From an optimization exercise on the open Yosys and OpenROAD flow, aimed at small area and a short achievable clock period; shortcuts taken in it are not production practice. RTL that was checked went through simulation tests only; none was proved equivalent to the original. Function not checked in run 1: the RTL went through the layout flow alone.

## flow/design.v (module list and top-level ports; edited modules follow where they fit)
// module crc: 2808 lines
// module crc_axo: 8 lines
// module crc_ax2: 9 lines
// module crc_x2: 7 lines
module crc #(
	parameter DATA_WIDTH = 32,
	parameter CRC_WIDTH = 32
)
(
	input wire clk,
	input wire resetn,
	input wire clear,
	input wire [CRC_WIDTH-1:0]init_in,
	input wire [CRC_WIDTH:0]poly_in,
	input wire data_reverse,
	input wire crc_reverse,
	input wire [CRC_WIDTH-1:0]xorout_in,
	input wire [DATA_WIDTH-1:0]data_in,
	input wire data_in_valid,
	output wire [CRC_WIDTH-1:0]crc_out
);
  // ...
==> flow/run.sh <==
#!/bin/bash
# synth_recipe.tcl (not shown) runs the flow's synth.tcl, then flattens the netlist and writes it again
# the make line also repeats each setting of config.mk as NAME=value (left out here)
make -C /OpenROAD-flow-scripts/flow DESIGN_CONFIG=/design/flow/config.mk WORK_HOME=/design/flow/orfs CLKGATE_MAP_FILE= SYNTH_SCRIPT=/design/flow/synth_recipe.tcl finish
==> flow/config.mk <==
export PLATFORM = sky130hd
export DESIGN_NAME = crc
export DESIGN_NICKNAME = crc
export VERILOG_FILES = /design/flow/design.v
export SDC_FILE = /design/flow/constraint.sdc
export NUM_CORES = 4
export LEC_CHECK = 0
export CAP_MARGIN = 50
export CORE_MARGIN = 2
export CORE_UTILIZATION = 55
export GPL_ROUTABILITY_DRIVEN = 1
export PLACE_DENSITY = 0.65
export SLEW_MARGIN = 50
export SYNTH_HIERARCHICAL = 1
==> flow/constraint.sdc <==
create_clock -name core_clock -period 120.0 [get_ports {clk}]
set_input_delay 24.0000 -clock core_clock [delete_from_list [all_inputs] [get_ports {clk}]]
set_output_delay 24.0000 -clock core_clock [all_outputs]
set_load 0.01 [all_outputs]
==> impl_metrics.yaml, run 1 <==
worst_setup_path:
  reg2reg_slack_ns: 105.55
  path_class: "reg -> out"
  critPathMostFrequentCell: "nand2_1"
  r2r_end: "r[24]"
final_layout:
  nNonClkBuffers: 264
  final-clk-cell-share_pct: 2.07
  comb.multi_input.count: 3021
  multi_input_area_share_pct: 74.7
  drive_gt1_share_pct: 9.40
  buf_share_pct: 9.13
clock_tree:
  cts_resized: 0
  path_clk_slew_ns: 0.06
  ctsHtreeMaxLevel: 4
  clk_path_buf_depth: 2
detailed_routing:
  drc: 0
  antenna_left: 0
  drtIter0Drc: 2933
  wl_met2_mm: 41.1
  routed-wl-met3_mm: 8.76
yosys:
  synth.distinct_cells: 86
  synthTopCellsByArea: "xor2_1 27%, nand2_1 19%, xnor2_1 15%"
  synth_seq_cells: 136
  syn-cell-area_mm2: 0.0231
  netlist.top_cell.by_area: "xor2_1"
  synth_xor_area_share_pct: 42.3
die:
  die_x_um: 209
  die_y_um: 209
sta:
  post-route-min-period_ns: 31.71
  layout_worst_path_cycle_share_pct: 26.4
  fin_hold_ws_ns: 0.950
placed_design:
  place_ws_ns: 88.59
  port_buffers: 166
worst_hold_path:
  min_to: "r[27]"
outcome:
  status: "timing/DRC/antenna clean"
grt:
  busiest_layer: "met2"
  grt_first_pass_wirelength_mm: 138
==> run 2, diff against run 1 <==
--- a/flow/design.v
+++ b/flow/design.v
@@ -1717,24 +1717,146 @@
 wire pa31_5_t_2;
 crc_x2 u635 (.a(pa31_5_t_0), .b(pa31_5_t_1), .y(pa31_5_t_2));
 assign pa31_5 = pa31_5_t_2;
 wire pa31_6;
 wire pa31_6_t_0;
 crc_axo u636 (.a(pa31_5), .b(q[31]), .c(pl[31]), .y(pa31_6_t_0));
 assign pa31_6 = pa31_6_t_0;
 assign prod[31] = pa31_6;
-wire [31:0] n = prod & mask;
-reg [31:0] nr;
-always @(*) begin
-	for (i = 0; i < 32; i = i + 1)
-		nr[i] = rv ? n[31-i] : n[i];
-end
-assign crc_out = (nr ^ xo) & {32{~raw}};
-wire [31:0] s = raw ? r : n;
+wire [31:0] ma, mb, xz;
+assign ma[0] = ~rv & mask[0] & ~raw;
+assign mb[0] = rv & mask[31] & ~raw;
+assign xz[0] = xo[0] & ~raw;
+crc_ob uo0 (.a(prod[0]), .b(ma[0]), .c(prod[31]), .d(mb[0]), .e(xz[0]), .y(crc_out[0]));
+assign ma[1] = ~rv & mask[1] & ~raw;
+assign mb[1] = rv & mask[30] & ~raw;
+assign xz[1] = xo[1] & ~raw;
+crc_ob uo1 (.a(prod[1]), .b(ma[1]), .c(prod[30]), .d(mb[1]), .e(xz[1]), .y(crc_out[1]));
+assign ma[2] = ~rv & mask[2] & ~raw;
+assign mb[2] = rv & mask[29] & ~raw;
+assign xz[2] = xo[2] & ~raw;
+crc_ob uo2 (.a(prod[2]), .b(ma[2]), .c(prod[29]), .d(mb[2]), .e(xz[2]), .y(crc_out[2]));
+assign ma[3] = ~rv & mask[3] & ~raw;
+assign mb[3] = rv & mask[28] & ~raw;
+assign xz[3] = xo[3] & ~raw;
+crc_ob uo3 (.a(prod[3]), .b(ma[3]), .c(prod[28]), .d(mb[3]), .e(xz[3]), .y(crc_out[3]));
+assign ma[4] = ~rv & mask[4] & ~raw;
+assign mb[4] = rv & mask[27] & ~raw;
+assign xz[4] = xo[4] & ~raw;
+crc_ob uo4 (.a(prod[4]), .b(ma[4]), .c(prod[27]), .d(mb[4]), .e(xz[4]), .y(crc_out[4]));
+assign ma[5] = ~rv & mask[5] & ~raw;
+assign mb[5] = rv & mask[26] & ~raw;
+assign xz[5] = xo[5] & ~raw;
+crc_ob uo5 (.a(prod[5]), .b(ma[5]), .c(prod[26]), .d(mb[5]), .e(xz[5]), .y(crc_out[5]));
+assign ma[6] = ~rv & mask[6] & ~raw;
+assign mb[6] = rv & mask[25] & ~raw;
+assign xz[6] = xo[6] & ~raw;
+crc_ob uo6 (.a(prod[6]), .b(ma[6]), .c(prod[25]), .d(mb[6]), .e(xz[6]), .y(crc_out[6]));
+assign ma[7] = ~rv & mask[7] & ~raw;
+assign mb[7] = rv & mask[24] & ~raw;
+assign xz[7] = xo[7] & ~raw;
+crc_ob uo7 (.a(prod[7]), .b(ma[7]), .c(prod[24]), .d(mb[7]), .e(xz[7]), .y(crc_out[7]));
+assign ma[8] = ~rv & mask[8] & ~raw;
+assign mb[8] = rv & mask[23] & ~raw;
+assign xz[8] = xo[8] & ~raw;
+crc_ob uo8 (.a(prod[8]), .b(ma[8]), .c(prod[23]), .d(mb[8]), .e(xz[8]), .y(crc_out[8]));
+assign ma[9] = ~rv & mask[9] & ~raw;
+assign mb[9] = rv & mask[22] & ~raw;
+assign xz[9] = xo[9] & ~raw;
+crc_ob uo9 (.a(prod[9]), .b(ma[9]), .c(prod[22]), .d(mb[9]), .e(xz[9]), .y(crc_out[9]));
+assign ma[10] = ~rv & mask[10] & ~raw;
+assign mb[10] = rv & mask[21] & ~raw;
+assign xz[10] = xo[10] & ~raw;
+crc_ob uo10 (.a(prod[10]), .b(ma[10]), .c(prod[21]), .d(mb[10]), .e(xz[10]), .y(crc_out[10]));
+assign ma[11] = ~rv & mask[11] & ~raw;
+assign mb[11] = rv & mask[20] & ~raw;
+assign xz[11] = xo[11] & ~raw;
+crc_ob uo11 (.a(prod[11]), .b(ma[11]), .c(prod[20]), .d(mb[11]), .e(xz[11]), .y(crc_out[11]));
+assign ma[12] = ~rv & mask[12] & ~raw;
+assign mb[12] = rv & mask[19] & ~raw;
+assign xz[12] = xo[12] & ~raw;
+crc_ob uo12 (.a(prod[12]), .b(ma[12]), .c(prod[19]), .d(mb[12]), .e(xz[12]), .y(crc_out[12]));
+assign ma[13] = ~rv & mask[13] & ~raw;
+assign mb[13] = rv & mask[18] & ~raw;
+assign xz[13] = xo[13] & ~raw;
+crc_ob uo13 (.a(prod[13]), .b(ma[13]), .c(prod[18]), .d(mb[13]), .e(xz[13]), .y(crc_out[13]));
+assign ma[14] = ~rv & mask[14] & ~raw;
+assign mb[14] = rv & mask[17] & ~raw;
+assign xz[14] = xo[14] & ~raw;
+crc_ob uo14 (.a(prod[14]), .b(ma[14]), .c(prod[17]), .d(mb[14]), .e(xz[14]), .y(crc_out[14]));
+assign ma[15] = ~rv & mask[15] & ~raw;
+assign mb[15] = rv & mask[16] & ~raw;
+assign xz[15] = xo[15] & ~raw;
+crc_ob uo15 (.a(prod[15]), .b(ma[15]), .c(prod[16]), .d(mb[15]), .e(xz[15]), .y(crc_out[15]));
+assign ma[16] = ~rv & mask[16] & ~raw;
+assign mb[16] = rv & mask[15] & ~raw;
+assign xz[16] = xo[16] & ~raw;
+crc_ob uo16 (.a(prod[16]), .b(ma[16]), .c(prod[15]), .d(mb[16]), .e(xz[16]), .y(crc_out[16]));
+assign ma[17] = ~rv & mask[17] & ~raw;
+assign mb[17] = rv & mask[14] & ~raw;
+assign xz[17] = xo[17] & ~raw;
+crc_ob uo17 (.a(prod[17]), .b(ma[17]), .c(prod[14]), .d(mb[17]), .e(xz[17]), .y(crc_out[17]));
+assign ma[18] = ~rv & mask[18] & ~raw;
+assign mb[18] = rv & mask[13] & ~raw;
+assign xz[18] = xo[18] & ~raw;
+crc_ob uo18 (.a(prod[18]), .b(ma[18]), .c(prod[13]), .d(mb[18]), .e(xz[18]), .y(crc_out[18]));
+assign ma[19] = ~rv & mask[19] & ~raw;
+assign mb[19] = rv & mask[12] & ~raw;
+assign xz[19] = xo[19] & ~raw;
+crc_ob uo19 (.a(prod[19]), .b(ma[19]), .c(prod[12]), .d(mb[19]), .e(xz[19]), .y(crc_out[19]));
+assign ma[20] = ~rv & mask[20] & ~raw;
+assign mb[20] = rv & mask[11] & ~raw;
+assign xz[20] = xo[20] & ~raw;
+crc_ob uo20 (.a(prod[20]), .b(ma[20]), .c(prod[11]), .d(mb[20]), .e(xz[20]), .y(crc_out[20]));
+assign ma[21] = ~rv & mask[21] & ~raw;
+assign mb[21] = rv & mask[10] & ~raw;
+assign xz[21] = xo[21] & ~raw;
+crc_ob uo21 (.a(prod[21]), .b(ma[21]), .c(prod[10]), .d(mb[21]), .e(xz[21]), .y(crc_out[21]));
+assign ma[22] = ~rv & mask[22] & ~raw;
+assign mb[22] = rv & mask[9] & ~raw;
+assign xz[22] = xo[22] & ~raw;
+crc_ob uo22 (.a(prod[22]), .b(ma[22]), .c(prod[9]), .d(mb[22]), .e(xz[22]), .y(crc_out[22]));
+assign ma[23] = ~rv & mask[23] & ~raw;
+assign mb[23] = rv & mask[8] & ~raw;
+assign xz[23] = xo[23] & ~raw;
+crc_ob uo23 (.a(prod[23]), .b(ma[23]), .c(prod[8]), .d(mb[23]), .e(xz[23]), .y(crc_out[23]));
+assign ma[24] = ~rv & mask[24] & ~raw;
+assign mb[24] = rv & mask[7] & ~raw;
+assign xz[24] = xo[24] & ~raw;
+crc_ob uo24 (.a(prod[24]), .b(ma[24]), .c(prod[7]), .d(mb[24]), .e(xz[24]), .y(crc_out[24]));
+assign ma[25] = ~rv & mask[25] & ~raw;
+assign mb[25] = rv & mask[6] & ~raw;
+assign xz[25] = xo[25] & ~raw;
+crc_ob uo25 (.a(prod[25]), .b(ma[25]), .c(prod[6]), .d(mb[25]), .e(xz[25]), .y(crc_out[25]));
+assign ma[26] = ~rv & mask[26] & ~raw;
+assign mb[26] = rv & mask[5] & ~raw;
+assign xz[26] = xo[26] & ~raw;
+crc_ob uo26 (.a(prod[26]), .b(ma[26]), .c(prod[5]), .d(mb[26]), .e(xz[26]), .y(crc_out[26]));
+assign ma[27] = ~rv & mask[27] & ~raw;
+assign mb[27] = rv & mask[4] & ~raw;
+assign xz[27] = xo[27] & ~raw;
+crc_ob uo27 (.a(prod[27]), .b(ma[27]), .c(prod[4]), .d(mb[27]), .e(xz[27]), .y(crc_out[27]));
+assign ma[28] = ~rv & mask[28] & ~raw;
+assign mb[28] = rv & mask[3] & ~raw;
+assign xz[28] = xo[28] & ~raw;
+crc_ob uo28 (.a(prod[28]), .b(ma[28]), .c(prod[3]), .d(mb[28]), .e(xz[28]), .y(crc_out[28]));
+assign ma[29] = ~rv & mask[29] & ~raw;
+assign mb[29] = rv & mask[2] & ~raw;
+assign xz[29] = xo[29] & ~raw;
+crc_ob uo29 (.a(prod[29]), .b(ma[29]), .c(prod[2]), .d(mb[29]), .e(xz[29]), .y(crc_out[29]));
+assign ma[30] = ~rv & mask[30] & ~raw;
+assign mb[30] = rv & mask[1] & ~raw;
+assign xz[30] = xo[30] & ~raw;
+crc_ob uo30 (.a(prod[30]), .b(ma[30]), .c(prod[1]), .d(mb[30]), .e(xz[30]), .y(crc_out[30]));
+assign ma[31] = ~rv & mask[31] & ~raw;
+assign mb[31] = rv & mask[0] & ~raw;
+assign xz[31] = xo[31] & ~raw;
+crc_ob uo31 (.a(prod[31]), .b(ma[31]), .c(prod[0]), .d(mb[31]), .e(xz[31]), .y(crc_out[31]));
+wire [31:0] s = raw ? r : prod;
 wire [31:0] t4 = s4 ? {s[15:0], 16'd0} : s;
 wire [31:0] t3 = s3 ? {t4[23:0], 8'd0} : t4;
 wire [31:0] t2 = s2 ? {t3[27:0], 4'd0} : t3;
 wire [31:0] t1 = s1 ? {t2[29:0], 2'd0} : t2;
 wire [31:0] sl = s0 ? {t1[30:0], 1'b0} : t1;
 reg [31:0] data;
 always @(*) begin
 	for (i = 0; i < 32; i = i + 1)
@@ -2819,15 +2941,25 @@
 	input wire a,
 	input wire b,
 	input wire c,
 	input wire d,
 	output wire y
 );
 assign y = (a & b) ^ (c & d);
 endmodule
+module crc_ob (
+	input wire a,
+	input wire b,
+	input wire c,
+	input wire d,
+	input wire e,
+	output wire y
+);
+assign y = ((a & b) | (c & d)) ^ e;
+endmodule
 module crc_x2 (
 	input wire a,
 	input wire b,
 	output wire y
 );
 assign y = a ^ b;
 endmodule
==> run 2 against run 1 <==
Against the previous run: still clean on timing, DRC and antenna; non-clock buffer count decreased by 7; maximum frequency decreased by 1.2%; synthesized area decreased by 1.7%; hold slack got worse by 0.024 ns; final cell count decreased by 2.7%; global-route usage decreased by 2.6 points; count of clock-buffer cells in the layout decreased by 2; critical path type unchanged; critical endpoint is now crc_out[26].
==> impl_metrics.yaml, run 2 <==
outcome:
  status: "timing/DRC/antenna clean"
final_layout:
  nets: 3491
  syn_to_final_growth_pct: 16.5
  diodes: 0
  drive_gt1_share_pct: 9.91
  mostFrequentLayoutCells: "1116 x nand2_1, 691 x xor2_1, 383 x xnor2_1, 165 x clkdlybuf4s50_1, 139 x nor2_1"
  layout_commonest_cell: "nand2_1"
  largest_register: "pl"
  layout.cells.non_filler: 3901
  design_area_mm2: 0.0264
  fillers: 3676
  largest_reg_flops: 33
  largestRegisters: "pl (33), r (32), xo (32)"
worst_setup_path:
  r2r_end: "r[21]"
  slowest_delay_ns: 0.59
  critPathMostFrequentCell: "buf_4"
  crit_buf_inv: 8
  crit_path_max_fanout: 43
  cpLargestDelayFamily: "buffers and inverters"
  required_ns: 96.00
  r2r-start: "pn[31]"
  crit_slowest_cell: "xnor2_1"
  reg2reg_slack_ns: 105.10
  end_kind: "output port"
  cp-start-kind: "flop"
  path_class: "reg -> out"
  rr_worst_depth: 60
  cp_data_arrival_time_ns: 8.10
detailed_routing:
  wl_met2_mm: 38.1
  firstDrtPassIters: 9
  top_layer_used: "met4"
  antenna_left: 0
  met1_length_mm: 35.1
  drc: 0
  drt-total-wl_mm: 85.0
  post_drt_wl_per_cell_um: 21.8
  viasPerCell: 5.84
  drtIter0Drc: 2795
  routed-wl-met3_mm: 7.44
  vias: 22800
sta:
  finalSetupTns_ns: 0
  maxSlewViolCount: 0
  final-hold-violation-count: 0
  layout_worst_path_cycle_share_pct: 26.7
  fmax_ghz: 0.0312
  post-route-min-period_ns: 32.10
  worst_pin_slew_ns: 0.763
  setup_viol: 0
  relSlewSlack_pct: 49.1
  clock_skew_ns: 0.0180
  rsz0062_at_grt: "no"
  fin_hold_ws_ns: 0.927
yosys:
  synth_top_area_share_pct: 27.5
  syn_avg_cell_area_um2: 7.21
  synth_most_common_cell: "nand2_1"
  synth_edf_count: 32
  synth_seq_cells: 136
  syn-cell-area_mm2: 0.0227
  netlist_instances: 3145
  ys.flop_type: "dfxtp_1"
  synthTopCellsByArea: "xor2_1 27%, nand2_1 18%, xnor2_1 16%"
  async_reset_ff_share_pct: 0.735
  syn_nets: 3280
  yosysWarnings: 7
  netlist.top_cell.by_area: "xor2_1"
  synth.distinct_cells: 75
  yosysSeqAreaShare_pct: 13.4
  ys_top_cells_by_count: "1116 x nand2_1, 711 x xor2_1, 404 x xnor2_1"
clock_tree:
  numCtsBuffers: 17
  clk_path_buf_depth: 2
  worstSkewPairLatency_ns: 0.46
  cts_root_buf: "clkbuf_16"
  cts_hold_buf: 0
  ctsHtreeMaxLevel: 4
  clkSinkCount: 136
  post_cts_buffers: 0
  cts_tree: "yes"
  path_clk_slew_ns: 0.07
  cts_resized: 0
die:
  die_y_um: 207
  num_rows: 74
  die_x_um: 207
  die-area_mm2: 0.0429
  io_pins: 167
  core_mm2: 0.0407
  start_util_pct: 55.7
placed_design:
  post-place-cells: 3866
  place_area_mm2: 0.0257
  port_buffers: 166
  dpl.hpwl_mm: 61.6
  place.gp.congestion: 0.956
grt:
  grt.overflow.total: 0
  grt_pass1_vias: 21800
  antenna_found_initial: 4
  grt_max_degree: 75
  grt_first_pass_wirelength_mm: 129
  grt_use_total_pct: 38.4
worst_hold_path:
  worstHoldPathType: "reg -> reg"
  min_from: "raw"
  min_to: "raw"
  whs_path_depth: 2
run:
  drv.max_cap_violation_count: 0
-- run 2: cell count changes in the layout (fill, tap and decap cells not counted), moves of 22 or more --
| cell | delta |
|---|---|
| nand2_1 | -51 |
| nor2_1 | +45 |
| mux2i_1 | +37 |
| a22oi_2 | +32 |
| nand3_1 | -22 |
| nor2b_1 | +35 |
| o21ai_0 | -23 |
-- run 2: worst reg2reg max path: cells and delay by family, from the launching register on --
family,cells,cell delay [ns]
compound gates,3,0.44
xor+xnor,26,6.76
buf+inv,12,4.05
flops,1,0.31
mux,4,1.22
simple gates,15,1.88
-- run 2: through the flow --
step | utilization (%) | worst slack, ns
global route | 64.9 | 87.38
finish | 64.9 | 87.90
CTS | 64.6 | 87.94
detailed placement | 63.1 | 88.48
global placement | 62.6 | 88.07
floorplan | - | 85.42
-- run 2: area by class of cell --
class / count / area, µm² / share of cell area (%)
flip-flops and latches: 136 / 3060 / 11.6
repair buffers: 257 / 2370 / 8.95
multi-input cells: 2930 / 19700 / 74.4
inverters: 14 / 58.8 / 0.223
clock inverters: 15 / 199 / 0.753
well taps: 532 / 666 / 2.52
clock buffers: 17 / 425 / 1.61
-- run 2: kinds of logic (layout without fill, tap and decap cells) --
family,after synthesis,after routing,share of synthesized area (%)
flops,136,136,13.4
mux,213,213,10.3
xor+xnor,1115,1115,43.1
buf+inv,79,303,1.53
compound gates,222,222,7.12
simple gates,1380,1380,24.6
-- run 2: routing by layer --
metal / vias up / GRT usage (%)
li1: 10500 / -
met1: 10800 / 51.5
met2: 1216 / 60.3
met3: 252 / 5.79
met4: 0 / 18.8
met5: - / 0
-- run 2: how the worst max path moves through the flow --
stage                          start     endpoint  slack [ns]  cells after the start
after detailed placement      pn[31]  crc_out[12]       88.48                     28
after CTS                     pn[31]  crc_out[12]       87.94                     28
final                         pn[31]  crc_out[26]       87.90                     28
after global routing          pn[31]  crc_out[13]       87.38                     28
after floorplan               pn[31]  crc_out[11]       85.42                     20
after global placement    data_in[1]        r[19]       88.07                     28
-- run 2: Yosys stat by module, one instance, submodules excluded --
module   cells  flip-flops and latches
crc_axo      2                       0
crc_ax2      3                       0
crc_ob       2                       0
crc        922                     136
crc_x2       1                       0
==> run 3, diff against run 2 <==
==> flow/flow/run.sh (new file) <==
#!/bin/bash
# The standard layout, with two changes: timing repair aims for a larger
# setup slack than the 120 ns clock needs (so that it shortens the paths
# that set the achieved period), and the port buffers are buf_2 cells.
set -euo pipefail
bash standard.sh synth > synth.log 2>&1
bash standard.sh SETUP_SLACK_MARGIN=90 \
  BUFFER_PORTS_ARGS="-buffer_cell sky130_fd_sc_hd__buf_2" finish > layout.log 2>&1
==> flow/standard.sh (new file) <==
#!/bin/bash
# synth_recipe.tcl (not shown) runs the flow's synth.tcl, then flattens the netlist and writes it again
# the make line also repeats each setting of config.mk as NAME=value (left out here)
make -C /OpenROAD-flow-scripts/flow DESIGN_CONFIG=/design/flow/config.mk WORK_HOME=/design/flow/orfs CLKGATE_MAP_FILE= SYNTH_SCRIPT=/design/flow/synth_recipe.tcl "${@:-finish}"
removed: flow/run.sh
==> run 3 against run 2 <==
Against the previous run: still clean on timing, DRC and antenna; critical path depth fell by 2; wire length is 5.2% higher; hold slack about the same; critical path type unchanged; critical endpoint is now crc_out[11].
==> impl_metrics.yaml, run 3 <==
clock_tree:
  cts_root_buf: "clkbuf_16"
  worstSkewPairLatency_ns: 0.47
  clkSinkCount: 136
  cts_tree: "yes"
  numCtsBuffers: 17
  cts_hold_buf: 0
  ctsHtreeMaxLevel: 4
  clk_path_buf_depth: 2
  path_clk_slew_ns: 0.08
yosys:
  ys.flop_type: "dfxtp_1"
  synth_seq_cells: 136
  ys_top_cells_by_count: "1116 x nand2_1, 711 x xor2_1, 404 x xnor2_1"
  netlist_instances: 3145
  yosysSeqAreaShare_pct: 13.4
  syn_avg_cell_area_um2: 7.21
  syn_nets: 3280
  netlist.top_cell.by_area: "xor2_1"
  synth.distinct_cells: 75
  synthTopCellsByArea: "xor2_1 27%, nand2_1 18%, xnor2_1 16%"
  yosysWarnings: 7
  synth_edf_count: 32
  synth_top_area_share_pct: 27.5
  async_reset_ff_share_pct: 0.735
  synth_most_common_cell: "nand2_1"
  syn-cell-area_mm2: 0.0227
sta:
  finalSetupTns_ns: 0
  fmax_ghz: 0.0335
  post-route-min-period_ns: 29.85
  clock_skew_ns: 0.0150
  worst_pin_slew_ns: 0.768
  layout_worst_path_cycle_share_pct: 24.9
  setup_viol: 0
  maxSlewViolCount: 0
  relSlewSlack_pct: 48.8
  final-hold-violation-count: 0
  rsz0062_at_grt: "no"
detailed_routing:
  viasPerCell: 5.93
  drtIter0Drc: 3075
  antenna_left: 0
  vias: 23600
  firstDrtPassIters: 8
  post_drt_wl_per_cell_um: 22.5
  drc: 0
  drt-total-wl_mm: 89.4
die:
  start_util_pct: 55.7
  core_mm2: 0.0407
  die_x_um: 207
  io_pins: 167
  num_rows: 74
  die_y_um: 207
  die-area_mm2: 0.0429
placed_design:
  port_buffers: 166
  place_area_mm2: 0.0258
  place.gp.congestion: 1.03
  dpl.hpwl_mm: 63.9
worst_setup_path:
  r2r-start: "pn[31]"
  crit_path_max_fanout: 31
  cp-start-kind: "flop"
  end_kind: "output port"
  worstSetupStartpoint: "pn[31]"
  path_class: "reg -> out"
  cp_data_arrival_time_ns: 5.85
  required_ns: 96.00
grt:
  antenna_found_initial: 1
  grt_first_pass_wirelength_mm: 135
  grt_pass1_vias: 22300
  grt.overflow.total: 0
  grt_max_degree: 45
  grt_use_total_pct: 40.5
final_layout:
  drive_gt1_share_pct: 19.5
  largestRegisters: "pl (33), r (32), xo (32)"
  design_area_mm2: 0.0276
  mostFrequentLayoutCells: "1090 x nand2_1, 651 x xor2_1, 347 x xnor2_1, 166 x buf_2, 139 x nor2_1"
  syn_to_final_growth_pct: 21.5
  largest_register: "pl"
  fin_util_pct: 67.7
  nets: 3557
  layout_commonest_cell: "nand2_1"
  largest_reg_flops: 33
run:
  drv.max_cap_violation_count: 0
outcome:
  status: "timing/DRC/antenna clean"
worst_hold_path:
  worstHoldPathType: "reg -> reg"
  min_from: "pn[23]"
[run 3: path summary, 6_finish.rpt]
path | to | slack [ns] | depth (start not counted)
worst max-delay path | crc_out[11] | 90.15 | 26
worst min-delay path | r[23] | 0.93 | 4
worst max register to register | r[23] | 107.67 | 56
worst min register to register | r[23] | 0.93 | 4
max in group asynchronous | raw | 96.53 | 1
min in group asynchronous | raw | 23.45 | 1
[run 3: kinds of logic (layout without fill, tap and decap cells)]
kind of cell / Yosys count / count (layout) / synth area share (%)
flip-flops: 136 / 136 / 13.4
multiplexers: 213 / 213 / 10.3
AO/OA/AOI/OAI: 222 / 222 / 7.12
other: 0 / 2 / 0
XOR/XNOR: 1115 / 1119 / 43.1
AND/OR/NAND/NOR: 1380 / 1380 / 24.6
buffers and inverters: 79 / 365 / 1.53
[run 3: Yosys stat by module, one instance, submodules excluded]
| module | times used | area, µm² |
|---|---|---|
| crc | 1 | 8480 |
| crc_ax2 | 352 | 16.3 |
| crc_axo | 372 | 12.5 |
| crc_ob | 32 | 21.3 |
| crc_x2 | 359 | 8.76 |
[run 3: final cells by class]
cell class                      instances  area [µm²]
Inverter                               14        58.8
Clock buffer                           17         425
Sequential cell                       136        3060
Antenna cell                            2        5.00
Timing Repair Buffer                  319        2230
Fill cell                            3476       13200
Tap cell                              532         666
Multi-Input combinational cell       2934       20900
Clock inverter                         15         196
[run 3: worst max-delay path, stage by stage (launching register included)]
cell and delay (ns):
dfxtp_4 0.40, buf_12 0.21, nand2_2 0.12, xnor2_4 0.19, buf_8 0.23, nand2_1 0.13
xor2_2 0.27, xor2_4 0.22, buf_4 0.16, nand2_1 0.08, xor2_2 0.18, xor2_2 0.22
buf_4 0.15, buf_4 0.14, nand2_1 0.09, xor2_2 0.20, xor2_2 0.21, buf_12 0.20
nand2_1 0.08, xnor2_1 0.24, xor2_1 0.43, xnor2_1 0.19, xor2_1 0.26, xnor2_2 0.18
a22oi_2 0.27, xnor2_1 0.14, buf_2 0.15
[run 3: layer usage]
| metal | share of wire [%] | track usage, % | vias up |
|---|---|---|---|
| met4 | 4.9 | 18.3 | 0 |
| met3 | 11 | 9.07 | 295 |
| met1 | 40 | 54.7 | 11200 |
| met5 | 0 | 0 | - |
| met2 | 43 | 61.5 | 1482 |
| li1 | - | - | 10600 |
[run 3: per-stage QoR]
step	worst slack (ns)	cells	hold WS [ns]
after CTS	90.01	3942	0.922
after global routing	89.96	3967	0.968
after global placement	87.82	3840	0.902
after detailed placement	88.33	3861	0.910
final	90.15	3969	0.926
after floorplan	89.47	3145	0.797
[run 3: what timing repair did]
item,4_1_cts,5_1_grt
pin swaps,26,9
endpoints found under the setup margin,48,46
gates cloned,4,1
buffers inserted,45,16
gates resized for setup,42,19
==> run 4, diff against run 3 <==
==> flow/flow/run.sh (replaced) <==
#!/bin/bash
# The standard layout, with two changes: timing repair aims for a larger
# setup slack than the 120 ns clock needs (so that it shortens the paths
# that set the achieved period), and the port buffers are buf_1 cells.
set -euo pipefail
bash standard.sh synth > synth.log 2>&1
bash standard.sh SETUP_SLACK_MARGIN=94 \
  BUFFER_PORTS_ARGS="-buffer_cell sky130_fd_sc_hd__buf_1" finish > layout.log 2>&1
==> run 4 against run 3 <==
Against the previous run: still clean on timing, DRC and antenna; maximum frequency fell by 2.2%; register-to-register slack got worse by 1.3 ns; final cell count rose by 7.1%; flip-flop and latch count did not move; critical endpoint is now r[31].
==> impl_metrics.yaml, run 4 <==
outcome:
  status: "timing/DRC/antenna clean"
run:
  drv.max_cap_violation_count: 0
yosys:
  synth_most_common_cell: "nand2_1"
  synthTopCellsByArea: "xor2_1 27%, nand2_1 18%, xnor2_1 16%"
  netlist.top_cell.by_area: "xor2_1"
  yosysSeqAreaShare_pct: 13.4
  synth_seq_cells: 136
  ys.flop_type: "dfxtp_1"
  netlist_instances: 3145
  synth_edf_count: 32
  synth_top_area_share_pct: 27.5
  syn_nets: 3280
  ys_top_cells_by_count: "1116 x nand2_1, 711 x xor2_1, 404 x xnor2_1"
  synth.distinct_cells: 75
  async_reset_ff_share_pct: 0.735
  syn-cell-area_mm2: 0.0227
  syn_avg_cell_area_um2: 7.21
  yosysWarnings: 7
placed_design:
  place_area_mm2: 0.0256
  place.gp.congestion: 0.979
  port_buffers: 166
  dpl.hpwl_mm: 62.9
clock_tree:
  clkSinkCount: 136
  cts_tree: "yes"
  clk_path_buf_depth: 2
  ctsHtreeMaxLevel: 4
  path_clk_slew_ns: 0.08
  cts_hold_buf: 0
  cts_root_buf: "clkbuf_16"
  numCtsBuffers: 17
  worstSkewPairLatency_ns: 0.49
worst_setup_path:
  critPathMostFrequentCell: "xor2_4"
  crit_slowest_cell: "xor2_2"
  rr_worst_depth: 62
  cp-start-kind: "primary input"
  crit_path_max_fanout: 7
  required_ns: 120.25
  end_kind: "flop"
  r2r-start: "pn[31]"
  cp_data_arrival_time_ns: 30.78
  r2r_end: "r[31]"
  path_class: "in -> reg"
  slowest_delay_ns: 0.85
  reg2reg_slack_ns: 106.34
final_layout:
  layout_commonest_cell: "nand2_1"
  drive_gt1_share_pct: 30.4
  mostFrequentLayoutCells: "1012 x nand2_1, 592 x xor2_1, 282 x xnor2_1, 265 x buf_4, 135 x nor2_1"
  nets: 3835
  multi_input_area_mm2: 0.0234
  largest_register: "pl"
  seqCellArea_mm2: 0.00307
  largestRegisters: "pl (33), r (32), xo (32)"
  design_area_mm2: 0.0332
  largest_reg_flops: 33
  fillers: 2454
  syn_to_final_growth_pct: 46.2
die:
  die_x_um: 207
  core_mm2: 0.0407
  die-area_mm2: 0.0429
  num_rows: 74
  io_pins: 167
  start_util_pct: 55.7
  die_y_um: 207
grt:
  grt_max_degree: 45
  grt_use_total_pct: 45.9
  antenna_found_initial: 4
  grt.overflow.total: 0
  grt_pass1_vias: 24800
  grt_first_pass_wirelength_mm: 152
sta:
  rsz0062_at_grt: "yes"
  worst_pin_slew_ns: 1.05
  post-route-min-period_ns: 30.53
  layout_worst_path_cycle_share_pct: 25.4
  final-hold-violation-count: 0
  maxSlewViolCount: 0
  clock_skew_ns: 0.0188
  finalSetupTns_ns: 0
  setup_viol: 0
  fmax_ghz: 0.0328
  relSlewSlack_pct: 30.2
  fin_hold_ws_ns: 0.964
detailed_routing:
  viasPerCell: 6.41
  drt-total-wl_mm: 116
  drc: 0
  post_drt_wl_per_cell_um: 27.3
  vias: 27200
  drtIter0Drc: 4490
  firstDrtPassIters: 9
  antenna_left: 0
worst_hold_path:
  worstHoldPathType: "reg -> reg"
  min_from: "pn[19]"
  whs_path_depth: 3
  min_to: "r[19]"
run 4: cell counts after synthesis:
No cell type changed its count.
run 4: through the flow:
step / util [%] / setup slack (ns) / instances
2_1_floorplan: - / 89.47 / 3145
6_report: 81.4 / 89.47 / 4250
4_1_cts: 75.9 / 90.68 / 4160
5_1_grt: 81.4 / 89.36 / 4245
3_5_place_dp: 62.9 / 88.29 / 3860
3_3_place_gp: 61.8 / 87.52 / 3836
run 4: final cells by class:
| type | instances | area share, % |
|---|---|---|
| antenna | 5 | 0.0377 |
| clock buffer | 18 | 1.32 |
| clock inverter | 14 | 0.449 |
| inverter | 14 | 0.373 |
| multi-input combinational | 2938 | 70.5 |
| sequential | 136 | 9.24 |
| tap | 532 | 2.01 |
| timing repair buffer | 588 | 15.9 |
| timing repair inverter | 5 | 0.170 |
run 4: modules after synthesis (local to each module, per instance):
module,copies in the design,area [µm²]
crc,1,8480
crc_axo,372,12.5
crc_x2,359,8.76
crc_ob,32,21.3
crc_ax2,352,16.3
run 4: timing repair:
item | CTS | global route
cloned | 27 | 1
pin swaps | 194 | 194
endpoints found under the hold margin | 0 | 0
gates resized for setup | 457 | 292
endpoints found under the setup margin | 94 | 91
buffers inserted | 241 | 82
run 4: worst max path at each step:
stage,from,slack (ns),endpoint,cells past startpoint
after floorplan,data_in[31],89.47,r[30],23
after global placement,r[31],87.52,crc_out[21],22
after detailed placement,data_in[2],88.29,r[29],28
after CTS,r[31],90.68,crc_out[11],27
after global routing,data_in[29],89.36,r[31],30
final,data_in[29],89.47,r[31],30
run 4: routing by layer:
layer / wire, µm / global-route usage (%) / part of all wire, % / vias up
met4: 10400 / 25.0 / 8.9 / 2
met5: 97 / 0 / 0.084 / -
met3: 18200 / 13.4 / 16 / 885
met2: 47800 / 69.2 / 41 / 2545
li1: - / - / - / 11100
met1: 39600 / 59.1 / 34 / 12700
run 4: cells by family (layout without fill, tap and decap cells):
family | Yosys count | after routing | share of synthesized area, %
buf+inv | 79 | 639 | 1.53
flops | 136 | 136 | 13.4
other cells | 0 | 5 | 0
xor+xnor | 1115 | 1119 | 43.1
simple gates | 1380 | 1381 | 24.6
compound gates | 222 | 225 | 7.12
mux | 213 | 213 | 10.3
run 4: worst max-delay path: cells and delay by family:
family | cells | cell delay (ns)
xor+xnor | 14 | 4.35
simple gates | 7 | 0.83
buf+inv | 7 | 0.97
mux | 2 | 0.58
==> run 5, diff against run 4 <==
--- a/flow/flow/run.sh
+++ b/flow/flow/run.sh
@@ -4,5 +4,5 @@
 # that set the achieved period), and the port buffers are buf_1 cells.
 set -euo pipefail
 bash standard.sh synth > synth.log 2>&1
-bash standard.sh SETUP_SLACK_MARGIN=94 \
+bash standard.sh SETUP_SLACK_MARGIN=88 \
   BUFFER_PORTS_ARGS="-buffer_cell sky130_fd_sc_hd__buf_1" finish > layout.log 2>&1
--- a/flow/config.mk
+++ b/flow/config.mk
@@ -9,6 +9,7 @@
 export CORE_MARGIN = 2
 export CORE_UTILIZATION = 55
 export GPL_ROUTABILITY_DRIVEN = 1
+export GPL_TIMING_DRIVEN = 1
 export PLACE_DENSITY = 0.65
 export SLEW_MARGIN = 50
 export SYNTH_HIERARCHICAL = 1
==> run 5 against run 4 <==
Against the previous run: critical path depth down 4; first-iteration DRC count fell by 37%; clock skew hardly changed; global-route usage is 7.8 points lower; wire length fell by 27%; maximum frequency down 2.6%; synthesized area is the same; utilization is 19 points lower; flip-flop and latch count stayed put; final cell count down 8.0%; highest routed layer is now met4.
==> impl_metrics.yaml, run 5 <==
final_layout:
  largest_reg_flops: 33
  diodes: 0
  drive_gt1_share_pct: 10.3
  largestRegisters: "pl (33), r (32), xo (32)"
  mostFrequentLayoutCells: "1116 x nand2_1, 688 x xor2_1, 381 x xnor2_1, 165 x buf_1, 139 x nor2_1"
  seqCellArea_mm2: 0.00306
  nets: 3502
  fillers: 3731
  syn_to_final_growth_pct: 12.8
  largest_register: "pl"
  layout_commonest_cell: "nand2_1"
  multi_input_area_mm2: 0.0198
clock_tree:
  cts_resized: 0
  clkSinkCount: 136
  cts_hold_buf: 0
  worstSkewPairLatency_ns: 0.46
  clk_path_buf_depth: 2
  cts_tree: "yes"
  numCtsBuffers: 17
  ctsHtreeMaxLevel: 4
  path_clk_slew_ns: 0.08
  post_cts_buffers: 0
  cts_root_buf: "clkbuf_16"
yosys:
  synth_edf_count: 32
  synth_seq_cells: 136
  async_reset_ff_share_pct: 0.735
  synth_top_area_share_pct: 27.5
  yosysWarnings: 7
  synth.distinct_cells: 75
  synth_fa_ha_area_share_pct: 0
  syn_avg_cell_area_um2: 7.21
  netlist.top_cell.by_area: "xor2_1"
  yosysSeqAreaShare_pct: 13.4
  ys_top_cells_by_count: "1116 x nand2_1, 711 x xor2_1, 404 x xnor2_1"
  synth_most_common_cell: "nand2_1"
  synth_xor_area_share_pct: 43.1
  syn_nets: 3280
  syn-cell-area_mm2: 0.0227
  synthMuxAreaShare_pct: 10.3
  synth_top_family_by_area: "XOR/XNOR gates"
  ys.flop_type: "dfxtp_1"
  netlist_instances: 3145
  yosys.area_share.simple_pct: 24.6
  synth_compound_area_share_pct: 7.12
  synthTopCellsByArea: "xor2_1 27%, nand2_1 18%, xnor2_1 16%"
detailed_routing:
  viasPerCell: 5.80
  vias: 22700
  firstDrtPassIters: 8
  drc: 0
  drtIter0Drc: 2809
  post_drt_wl_per_cell_um: 21.5
  antenna_left: 0
  drt-total-wl_mm: 84.3
die:
  die_y_um: 207
  num_rows: 74
  start_util_pct: 55.7
  die_x_um: 207
  core_mm2: 0.0407
  die-area_mm2: 0.0429
  io_pins: 167
sta:
  finalSetupTns_ns: 0
  relSlewSlack_pct: 45.1
  worst_pin_slew_ns: 0.817
  post-route-min-period_ns: 31.34
  clock_skew_ns: 0.0185
  maxSlewViolCount: 0
  fmax_ghz: 0.0319
  setup_slack_ns: 88.66
  setup_viol: 0
  final-hold-violation-count: 0
  layout_worst_path_cycle_share_pct: 26.1
  rsz0062_at_grt: "no"
grt:
  grt_max_degree: 76
  grt_use_total_pct: 38.2
  grt_first_pass_wirelength_mm: 128
  grt_pass1_vias: 21400
  antenna_found_initial: 0
  grt.overflow.total: 0
worst_setup_path:
  cp_data_arrival_time_ns: 7.34
  end_kind: "output port"
  crit_path_max_fanout: 41
  required_ns: 96.00
  cp-start-kind: "flop"
  path_class: "reg -> out"
placed_design:
  port_buffers: 166
  place_ws_ns: 88.41
  dpl.hpwl_mm: 61.8
  place.gp.congestion: 0.934
run:
  drv.max_cap_violation_count: 0
worst_hold_path:
  worstHoldPathType: "reg -> reg"
outcome:
  status: "timing/DRC/antenna clean"
-- run 5: per-module statistics from Yosys (local to each module, per instance) --
module   area [µm²]  flip-flops and latches
crc_ax2        16.3                       0
crc_x2         8.76                       0
crc            8480                     136
crc_axo        12.5                       0
crc_ob         21.3                       0
-- run 5: area by class of cell --
class / instances / area share (%)
multi-input combinational: 2930 / 77.2
sequential: 136 / 12.0
timing repair buffer: 268 / 5.55
tap: 532 / 2.60
clock buffer: 17 / 1.66
clock inverter: 15 / 0.778
inverter: 14 / 0.230
-- run 5: final timing paths --
path,from,end,slack [ns],cells past startpoint
setup reg to reg,pn[31],r[30],105.26,57
hold / removal,raw,raw,0.90,2
min in group asynchronous,resetn,raw,23.47,1
setup / recovery,pn[31],crc_out[26],88.66,26
hold reg to reg,raw,raw,0.90,2
max in group asynchronous,resetn,raw,96.51,1
-- run 5: kinds of logic (layout without fill, tap and decap cells) --
group                  after synthesis  count (layout)
multiplexers                       213             213
AO/OA/AOI/OAI                      222             222
buffers and inverters               79             314
XOR/XNOR                          1115            1115
AND/OR/NAND/NOR                   1380            1380
flip-flops                         136             136
-- run 5: worst max-delay path, cell delays in order, from the launching register on --
cell     delay [ns]
dfxtp_2        0.33
buf_4          0.36
nand2_1        0.22
xnor2_4        0.29
buf_4          0.54
nand2_1        0.14
xnor2_1        0.45
nand2_1        0.12
xor2_1         0.24
xor2_2         0.15
buf_4          0.39
nand2_1        0.12
xor2_1         0.23
xor2_2         0.14
buf_4          0.37
nand2_1        0.12
xor2_1         0.33
xor2_4         0.17
buf_6          0.20
buf_6          0.22
nand2_1        0.09
xnor2_1        0.15
xor2_1         0.18
xnor2_1        0.63
a22oi_2        0.20
xnor2_1        0.24
buf_1          0.18
-- run 5: stage by stage --
step                hold slack (ns)  std cells  utilization, %  instance area, µm²
floorplan                     0.790       3145               -               22800
detailed placement            0.891       3876            60.9               24800
global placement              0.919       3867            60.3               24600
global route                  0.957       3912            62.8               25600
finish                        0.901       3912            62.8               25600
CTS                           0.901       3908            62.5               25400
-- run 5: metal layers --
layer  global-route usage (%)  vias to the layer above  part of all wire [%]
li1                         -                    10500                     -
met1                     53.4                    10700                    42
met2                     59.5                     1225                    44
met3                     4.87                      226                   9.0
met4                     15.3                        0                   4.1
met5                        0                        -                     0
==> run 6, diff against run 5 <==
--- a/flow/config.mk
+++ b/flow/config.mk
@@ -9,7 +9,6 @@
 export CORE_MARGIN = 2
 export CORE_UTILIZATION = 55
 export GPL_ROUTABILITY_DRIVEN = 1
-export GPL_TIMING_DRIVEN = 1
 export PLACE_DENSITY = 0.65
 export SLEW_MARGIN = 50
 export SYNTH_HIERARCHICAL = 1
==> run 6 against run 5 <==
Against the previous run: still clean on timing, DRC and antenna; critical path type unchanged; via count unchanged; first-iteration DRC count unchanged; count of clock-buffer cells in the layout unchanged.
==> impl_metrics.yaml, run 6 <==
sta:
  setup_viol: 0
  relSlewSlack_pct: 45.1
  rsz0062_at_grt: "no"
  post-route-min-period_ns: 31.34
  fmax_ghz: 0.0319
  layout_worst_path_cycle_share_pct: 26.1
  final-hold-violation-count: 0
  finalSetupTns_ns: 0
  setup_slack_ns: 88.66
  clock_skew_ns: 0.0185
  worst_pin_slew_ns: 0.817
  maxSlewViolCount: 0
  fin_hold_ws_ns: 0.901
final_layout:
  largestRegisters: "pl (33), r (32), xo (32)"
  largest_reg_flops: 33
  fin_util_pct: 62.8
  nets: 3502
  mostFrequentLayoutCells: "1116 x nand2_1, 688 x xor2_1, 381 x xnor2_1, 165 x buf_1, 139 x nor2_1"
  diodes: 0
  layout_commonest_cell: "nand2_1"
  drive_gt1_share_pct: 10.3
  largest_register: "pl"
  syn_to_final_growth_pct: 12.8
grt:
  grt_util_met1_pct: 53.4
  grt.overflow.total: 0
  grt_pass1_vias: 21400
  busiest_layer: "met2"
  globalRouteMet3Util_pct: 4.87
  grt_use_met2_pct: 59.5
  grt_max_degree: 76
  grt_use_total_pct: 38.2
  grt_first_pass_wirelength_mm: 128
  antenna_found_initial: 0
worst_setup_path:
  slowest_delay_ns: 0.63
  rr_worst_depth: 57
  crit_path_max_fanout: 41
  path_class: "reg -> out"
  worstSetupPathDepth: 26
  critPathMostFrequentCell: "nand2_1"
  required_ns: 96.00
  crit_slowest_cell: "xnor2_1"
  cp-start-kind: "flop"
  crit_buf_inv: 7
  end_kind: "output port"
  cpLargestDelayFamily: "XOR/XNOR gates"
  cp_data_arrival_time_ns: 7.34
  reg2reg_slack_ns: 105.26
die:
  num_rows: 74
  io_pins: 167
  die-area_mm2: 0.0429
  start_util_pct: 55.7
  die_x_um: 207
  die_y_um: 207
  core_mm2: 0.0407
yosys:
  ys.flop_type: "dfxtp_1"
  synthTopCellsByArea: "xor2_1 27%, nand2_1 18%, xnor2_1 16%"
  ys_top_cells_by_count: "1116 x nand2_1, 711 x xor2_1, 404 x xnor2_1"
  yosysWarnings: 7
  syn_avg_cell_area_um2: 7.21
  synth_edf_count: 32
  syn_nets: 3280
  synth_most_common_cell: "nand2_1"
  synth_top_area_share_pct: 27.5
  async_reset_ff_share_pct: 0.735
  synth_seq_cells: 136
  netlist_instances: 3145
  netlist.top_cell.by_area: "xor2_1"
  synth.distinct_cells: 75
  yosysSeqAreaShare_pct: 13.4
  syn-cell-area_mm2: 0.0227
detailed_routing:
  drtIter0Drc: 2809
  drc: 0
  firstDrtPassIters: 8
  vias: 22700
  antenna_left: 0
  drt-total-wl_mm: 84.3
  post_drt_wl_per_cell_um: 21.5
  viasPerCell: 5.80
outcome:
  status: "timing/DRC/antenna clean"
clock_tree:
  clkSinkCount: 136
  path_clk_slew_ns: 0.08
  worstSkewPairLatency_ns: 0.46
  post_cts_buffers: 0
  cts_tree: "yes"
  cts_hold_buf: 0
  ctsHtreeMaxLevel: 4
  numCtsBuffers: 17
  cts_root_buf: "clkbuf_16"
  cts_resized: 0
  clk_path_buf_depth: 2
run:
  drv.max_cap_violation_count: 0
worst_hold_path:
  worstHoldPathType: "reg -> reg"
  whs_path_depth: 2
placed_design:
  place.gp.congestion: 0.934
  place_ws_ns: 88.41
  dpl.hpwl_mm: 61.8
  port_buffers: 166
[run 6: cell counts in the layout (fill, tap and decap cells not counted)]
Identical to the previous run, type by type.
[run 6: cell families (layout without fill, tap and decap cells)]
| kind of cell | count (synthesis) | in the layout | share of synthesized area [%] |
|---|---|---|---|
| compound gates | 222 | 222 | 7.12 |
| xor+xnor | 1115 | 1115 | 43.1 |
| buf+inv | 79 | 314 | 1.53 |
| flops | 136 | 136 | 13.4 |
| mux | 213 | 213 | 10.3 |
| simple gates | 1380 | 1380 | 24.6 |
[run 6: stage by stage]
stage	std cells	instance area, µm²
finish	3912	25600
CTS	3908	25400
floorplan	3145	22800
global placement	3867	24600
detailed placement	3876	24800
global route	3912	25600
[run 6: final cells by class]
class | count | area (µm²)
Clock inverter | 15 | 199
Timing Repair Buffer | 268 | 1420
Multi-Input combinational cell | 2930 | 19800
Sequential cell | 136 | 3060
Clock buffer | 17 | 425
Fill cell | 3731 | 15200
Tap cell | 532 | 666
Inverter | 14 | 58.8
[run 6: final timing paths]
check | from | to
min | raw | raw
min reg2reg | raw | raw
max in group asynchronous | resetn | raw
max reg2reg | pn[31] | r[30]
min in group asynchronous | resetn | raw
max | pn[31] | crc_out[26]
[run 6: worst min-delay path, stage by stage (launching register included)]
cell,delay (ns)
dfstp_2,0.37
buf_6,0.29
a21o_1,0.24
[run 6: layer usage]
layer | wire (µm) | share of wire, % | vias up
met5 | 0 | 0 | -
met4 | 3440 | 4.1 | 0
met3 | 7570 | 9.0 | 226
met2 | 37500 | 44 | 1225
met1 | 35800 | 42 | 10700
li1 | - | - | 10500
[run 6: modules after synthesis, one instance, submodules excluded]
module	copies in the design	flops+latches	cells
crc	1	136	922
crc_ob	32	0	2
crc_ax2	352	0	3
crc_axo	372	0	2
crc_x2	359	0	1
==> run 7, diff against run 6 <==
--- a/flow/config.mk
+++ b/flow/config.mk
@@ -7,8 +7,8 @@
 export LEC_CHECK = 0
 export CAP_MARGIN = 50
 export CORE_MARGIN = 2
-export CORE_UTILIZATION = 55
+export CORE_UTILIZATION = 70
 export GPL_ROUTABILITY_DRIVEN = 1
-export PLACE_DENSITY = 0.65
+export PLACE_DENSITY = 0.8
 export SLEW_MARGIN = 50
 export SYNTH_HIERARCHICAL = 1
==> run 7 against run 6 <==
Against the previous run: still clean; die area fell by 21%; utilization rose by 17 points; register-to-register slack got worse by 0.85 ns; first-iteration DRC count rose by 56%; non-clock buffer count fell by 7; critical path depth fell by 1; global-route usage rose by 11 points; worst setup slack got worse by 0.43 ns; wire length rose by 2.0%; synthesized cell count did not move; clock skew rose by 0.0094 ns; critical endpoint is now crc_out[4]; highest routed layer is now met5.
==> impl_metrics.yaml, run 7 <==
clock_tree:
  path_clk_slew_ns: 0.07
  cts_resized: 0
  cts_hold_buf: 0
  cts_root_buf: "clkbuf_16"
  clkSinkCount: 136
  worstSkewPairLatency_ns: 0.46
  cts_tree: "yes"
  post_cts_buffers: 0
  numCtsBuffers: 17
  clk_path_buf_depth: 2
  ctsHtreeMaxLevel: 4
die:
  die_x_um: 184
  num_rows: 65
  io_pins: 167
  core_mm2: 0.0317
  die-area_mm2: 0.0339
  die_y_um: 184
  start_util_pct: 71.5
sta:
  rsz0062_at_grt: "no"
  layout_worst_path_cycle_share_pct: 26.5
  finalSetupTns_ns: 0
  clock_skew_ns: 0.0279
  worst_pin_slew_ns: 0.823
  maxSlewViolCount: 0
  final-hold-violation-count: 0
  post-route-min-period_ns: 31.76
  setup_viol: 0
  fmax_ghz: 0.0315
  relSlewSlack_pct: 44.8
final_layout:
  drive_gt1_share_pct: 10.2
  nets: 3495
  layout_commonest_cell: "nand2_1"
  largest_reg_flops: 33
  syn_to_final_growth_pct: 11.5
  largestRegisters: "pl (33), r (32), xo (32)"
  fin_util_pct: 79.7
  seqCellArea_mm2: 0.00307
  fillers: 2115
  mostFrequentLayoutCells: "1116 x nand2_1, 686 x xor2_1, 381 x xnor2_1, 165 x buf_1, 139 x nor2_1"
  largest_register: "pl"
  multi_input_area_mm2: 0.0197
worst_setup_path:
  cp_data_arrival_time_ns: 7.76
  crit_path_max_fanout: 36
  required_ns: 96.00
  cp-start-kind: "flop"
  end_kind: "output port"
  path_class: "reg -> out"
yosys:
  synth_seq_cells: 136
  syn-cell-area_mm2: 0.0227
  async_reset_ff_share_pct: 0.735
  ys.flop_type: "dfxtp_1"
  yosysSeqAreaShare_pct: 13.4
  syn_avg_cell_area_um2: 7.21
  netlist_instances: 3145
  synth.distinct_cells: 75
  synth_most_common_cell: "nand2_1"
  synthTopCellsByArea: "xor2_1 27%, nand2_1 18%, xnor2_1 16%"
  netlist.top_cell.by_area: "xor2_1"
  syn_nets: 3280
  yosysWarnings: 7
  synth_edf_count: 32
  ys_top_cells_by_count: "1116 x nand2_1, 711 x xor2_1, 404 x xnor2_1"
  synth_top_area_share_pct: 27.5
placed_design:
  dpl.hpwl_mm: 60.8
  port_buffers: 166
  place.gp.congestion: 0.992
detailed_routing:
  viasPerCell: 6.43
  vias: 24300
  antenna_left: 0
  drtIter0Drc: 4386
  post_drt_wl_per_cell_um: 22.8
  drc: 0
  drt-total-wl_mm: 85.9
  firstDrtPassIters: 7
grt:
  grt_max_degree: 75
  antenna_found_initial: 3
  grt.overflow.total: 0
  grt_use_total_pct: 49.4
  grt_first_pass_wirelength_mm: 129
  grt_pass1_vias: 22900
run:
  drv.max_cap_violation_count: 0
outcome:
  status: "timing/DRC/antenna clean"
worst_hold_path:
  worstHoldPathType: "reg -> reg"
==> run 7: per-stage QoR <==
step / instance area (µm²) / instances / setup WS, ns / hold slack [ns]
global placement: 24400 / 3737 / 87.82 / 0.900
detailed placement: 24600 / 3742 / 88.45 / 0.924
finish: 25300 / 3777 / 88.24 / 0.941
floorplan: 22800 / 3145 / 88.05 / 0.790
CTS: 25100 / 3774 / 88.34 / 0.939
global route: 25300 / 3775 / 88.07 / 0.965
==> run 7: layout make-up <==
class | instances | share of cell area, %
Inverter | 14 | 0.233
Sequential cell | 136 | 12.1
Tap cell | 402 | 1.99
Clock inverter | 15 | 0.633
Antenna cell | 2 | 0.0198
Multi-Input combinational cell | 2930 | 78.0
Timing Repair Buffer | 261 | 5.32
Clock buffer | 17 | 1.68
==> run 7: worst paths after layout <==
path / from / end / slack, ns / depth (start not counted)
worst max-delay path: pn[31] / crc_out[4] / 88.24 / 25
worst min-delay path: pn[25] / r[25] / 0.94 / 3
worst max register to register: pn[31] / r[30] / 104.41 / 56
worst min register to register: pn[25] / r[25] / 0.94 / 3
max in group asynchronous: resetn / raw / 96.45 / 1
min in group asynchronous: resetn / raw / 23.53 / 1
==> run 7: cells by family after synthesis <==
family                 count (synthesis)  share of synthesized area, %
buffers and inverters                 79                          1.53
AND/OR/NAND/NOR                     1380                          24.6
flip-flops                           136                          13.4
multiplexers                         213                          10.3
AO/OA/AOI/OAI                        222                          7.12
XOR/XNOR                            1115                          43.1
==> run 7: worst max-delay path: stages (launching register included) <==
cell and delay [ns]:
dfxtp_4 0.61, buf_4 0.49, nand2_1 0.16, xnor2_2 0.15, buf_4 0.40, nand2_1 0.12
xor2_1 0.25, xor2_2 0.49, nand2_1 0.15, xnor2_1 0.22, xor2_1 0.61, nand2_1 0.14
xor2_1 0.25, xor2_2 0.14, buf_4 0.36, nand2_1 0.11, xor2_1 0.24, xor2_2 0.14
buf_4 0.38, nand2_1 0.14, xnor2_1 0.18, xor2_1 0.18, xnor2_1 0.68, a22oi_2 0.18
xnor2_1 0.26, buf_1 0.19
==> run 7: per-module statistics from Yosys, one instance, submodules excluded <==
module   flip-flops and latches  times used  cells
crc_x2                        0         359      1
crc_ax2                       0         352      3
crc                         136           1    922
crc_ob                        0          32      2
crc_axo                       0         372      2
==> run 7: per-layer routing <==
layer / track usage, % / routed length (µm) / vias to the layer above
li1: - / - / 10500
met3: 15.0 / 13900 / 526
met5: 0.444 / 28 / -
met1: 64.4 / 31000 / 11100
met4: 25.4 / 5940 / 4
met2: 73.6 / 35100 / 2202
==> run 8, diff against run 7 <==
==> flow/config.mk (replaced) <==
export PLATFORM = sky130hd
export DESIGN_NAME = crc
export DESIGN_NICKNAME = crc
export VERILOG_FILES = /design/flow/design.v
export SDC_FILE = /design/flow/constraint.sdc
export NUM_CORES = 4
export LEC_CHECK = 0
export CAP_MARGIN = 20
export CORE_MARGIN = 2
export CORE_UTILIZATION = 55
export GPL_ROUTABILITY_DRIVEN = 1
export PLACE_DENSITY = 0.65
export SLEW_MARGIN = 20
export SYNTH_HIERARCHICAL = 1
==> run 8 against run 7 <==
Against the previous run: count of clock-buffer cells in the layout unchanged; sequential share of layout area decreased by 0.072 points; worst setup slack got worse by 0.017 ns; synthesized area unchanged; design area increased by 0.15%; first-iteration DRC count decreased by 40%; utilization decreased by 18 points; flip-flop and latch count unchanged; clock skew decreased by 0.0042 ns; synthesized cell count unchanged; hold slack improved by 0.016 ns; critical path type unchanged; largest cell class unchanged.
==> impl_metrics.yaml, run 8 <==
worst_hold_path:
  worstHoldPathType: "reg -> reg"
  min_from: "pn[22]"
placed_design:
  post-place-cells: 3867
  place_ws_ns: 87.57
  dpl.hpwl_mm: 61.2
  place_area_mm2: 0.0246
  port_buffers: 166
  place.gp.congestion: 0.934
worst_setup_path:
  r2r_end: "r[19]"
  end_kind: "output port"
  reg2reg_slack_ns: 104.32
  crit_end: "crc_out[22]"
  worstSetupPathDepth: 23
  cp_data_arrival_time_ns: 7.78
  required_ns: 96.00
  worstSetupStartpoint: "pn[31]"
  path_class: "reg -> out"
  r2r-start: "pn[31]"
  cp-start-kind: "flop"
  rr_worst_depth: 52
  crit_slowest_cell: "xnor2_1"
  crit_path_max_fanout: 41
  crit_chain: "buf_4 -> nand2_1 -> xnor2_4 -> buf_4 -> nand2_1 -> xnor2_1 -> nand2_1 -> xor2_1 -> xor2_2 -> buf_4 -> nand2_1 -> xor2_1 -> xor2_1 -> nand2_1 -> xor2_2 -> xor2_4 -> nand2_1 -> xnor2_1 -> xor2_1 -> xnor2_1 -> a22oi_2 -> xnor2_1 -> buf_1"
  cpLargestDelayFamily: "XOR/XNOR gates"
  critPathMostFrequentCell: "nand2_1"
  crit_buf_inv: 4
  slowest_delay_ns: 0.71
final_layout:
  layout.cells.non_filler: 3902
  fin_util_pct: 62.2
  nets: 3490
  largest_register: "pl"
  design_area_mm2: 0.0253
  multi_input_area_mm2: 0.0196
  syn_to_final_growth_pct: 11.6
  layout_commonest_cell: "nand2_1"
  mostFrequentLayoutCells: "1116 x nand2_1, 687 x xor2_1, 395 x xnor2_1, 165 x buf_1, 139 x nor2_1"
  largestRegisters: "pl (33), r (32), xo (32)"
  largest_reg_flops: 33
  fillers: 3731
  seqCellArea_mm2: 0.00305
  drive_gt1_share_pct: 9.38
yosys:
  synthTopCellsByArea: "xor2_1 27%, nand2_1 18%, xnor2_1 16%"
  netlist_instances: 3145
  syn_nets: 3280
  syn-cell-area_mm2: 0.0227
  yosysWarnings: 7
  synth_top_area_share_pct: 27.5
  synth_seq_cells: 136
  yosysSeqAreaShare_pct: 13.4
  netlist.top_cell.by_area: "xor2_1"
  synth_edf_count: 32
  synth_most_common_cell: "nand2_1"
  syn_avg_cell_area_um2: 7.21
  ys_top_cells_by_count: "1116 x nand2_1, 711 x xor2_1, 404 x xnor2_1"
  ys.flop_type: "dfxtp_1"
  async_reset_ff_share_pct: 0.735
  synth.distinct_cells: 75
grt:
  antenna_found_initial: 2
  grt_max_degree: 76
  grt_use_total_pct: 38.0
  grt_pass1_vias: 21200
  grt.overflow.total: 0
  grt_first_pass_wirelength_mm: 128
run:
  drv.max_cap_violation_count: 0
detailed_routing:
  vias: 22700
  post_drt_wl_per_cell_um: 21.6
  firstDrtPassIters: 6
  drt-total-wl_mm: 84.4
  drtIter0Drc: 2611
  viasPerCell: 5.81
  antenna_left: 0
  drc: 0
sta:
  layout_worst_path_cycle_share_pct: 26.5
  rsz0062_at_grt: "no"
  post-route-min-period_ns: 31.78
  relSlewSlack_pct: 24.2
  maxSlewViolCount: 0
  setup_viol: 0
  finalSetupTns_ns: 0
  setup_slack_ns: 88.22
  clock_skew_ns: 0.0236
  worst_pin_slew_ns: 1.13
  fmax_ghz: 0.0315
  final-hold-violation-count: 0
die:
  io_pins: 167
  core_mm2: 0.0407
  die_y_um: 207
  die_x_um: 207
  start_util_pct: 55.7
  die-area_mm2: 0.0429
  num_rows: 74
clock_tree:
  cts_hold_buf: 0
  ctsHtreeMaxLevel: 4
  clkSinkCount: 136
  cts_tree: "yes"
  path_clk_slew_ns: 0.09
  worstSkewPairLatency_ns: 0.46
  clk_path_buf_depth: 2
  post_cts_buffers: 0
  numCtsBuffers: 17
  cts_root_buf: "clkbuf_16"
outcome:
  status: "timing/DRC/antenna clean"
## run 8: cell type report
type	count	share of cell area, %
multi-input combinational	2931	77.5
sequential	136	12.1
timing repair buffer	255	5.10
tap	532	2.63
clock buffer	17	1.68
clock inverter	15	0.796
inverter	14	0.232
antenna	2	0.0198
## run 8: worst min path at each step
| stage | end | depth (start not counted) |
|---|---|---|
| after floorplan | r[19] | 3 |
| after global placement | r[19] | 4 |
| after detailed placement | r[22] | 4 |
| after CTS | r[22] | 4 |
| after global routing | r[22] | 4 |
| final | r[22] | 4 |
## run 8: logic make-up (layout without fill, tap and decap cells)
kind of cell	after synthesis	count (layout)	share of synthesized area, %
other	0	2	0
AND/OR/NAND/NOR	1380	1380	24.6
multiplexers	213	213	10.3
buffers and inverters	79	301	1.53
AO/OA/AOI/OAI	222	222	7.12
flip-flops	136	136	13.4
XOR/XNOR	1115	1116	43.1
## run 8: repair_timing
item                                    4_1_cts  5_1_grt
gates resized for setup                       0        7
endpoints found under the hold margin         0        0
endpoints found under the setup margin        0       27
## run 8: worst min-delay path, stage by stage, from the launching register on
cell and delay (ns):
dfxtp_1 0.29, buf_4 0.20, nand2_1 0.10, xnor2_1 0.11
mux2_2 0.14
## run 8: through the flow
step | hold WS, ns
floorplan | 0.790
global placement | 0.919
detailed placement | 0.938
CTS | 0.944
global route | 0.977
finish | 0.957
## run 8: routing by layer
metal  vias up  global-route usage (%)  wire (µm)
met5         -                       0         11
met4         2                    14.7       3440
met3       223                    5.93       8070
met2      1203                    58.5      37200
met1     10800                    53.2      35600
li1      10500                       -          -
## run 8: Yosys stat by module, one instance, submodules excluded
module | copies in the design | flip-flops and latches
crc | 1 | 136
crc_ob | 32 | 0
crc_ax2 | 352 | 0
crc_axo | 372 | 0
crc_x2 | 359 | 0

==> separate check: timing with driven ports <==
How much do the figures lean on ideal ports? The routed layouts below were timed once more, with nothing changed but the port constraints. Step 1, drivers: a clkbuf_16 drives clk and a buf_2 each remaining input, both assumed. Step 2 times the ports against the registers' clock, not the clock port: input delays grow and output delays shrink by t, the midpoint of the rising clock arrivals with the driver on. Slacks: ideal ports / drivers / drivers and shift; pairs: ideal ports / drivers.
run | shift t [ns] | setup slack, ns | worst data-port slew with drivers (ns) | pins driven straight from the clock port
run 1 | 0.534 | 88.291 / 88.231 / 88.569 | 0.05 | 1
run 2 | 0.508 | 87.901 / 87.841 / 88.349 | 0.06 | 1
run 3 | 0.522 | 90.154 / 90.101 / 89.671 | 0.07 | 1
run 4 | 0.542 | 89.470 / 89.495 / 88.953 | 0.07 | 1
run 5 | 0.506 | 88.664 / 88.609 / 88.713 | 0.07 | 1
run 6 | 0.506 | 88.664 / 88.609 / 88.713 | 0.07 | 1
run 7 | 0.504 | 88.238 / 88.181 / 88.344 | 0.10 | 1
run 8 | 0.508 | 88.221 / 88.165 / 88.161 | 0.08 | 1
After both steps every run listed still meets setup and hold. For run 4, which loses most, drivers alone change the setup slack by +0.025 ns; drivers and shift together by -0.517 ns.
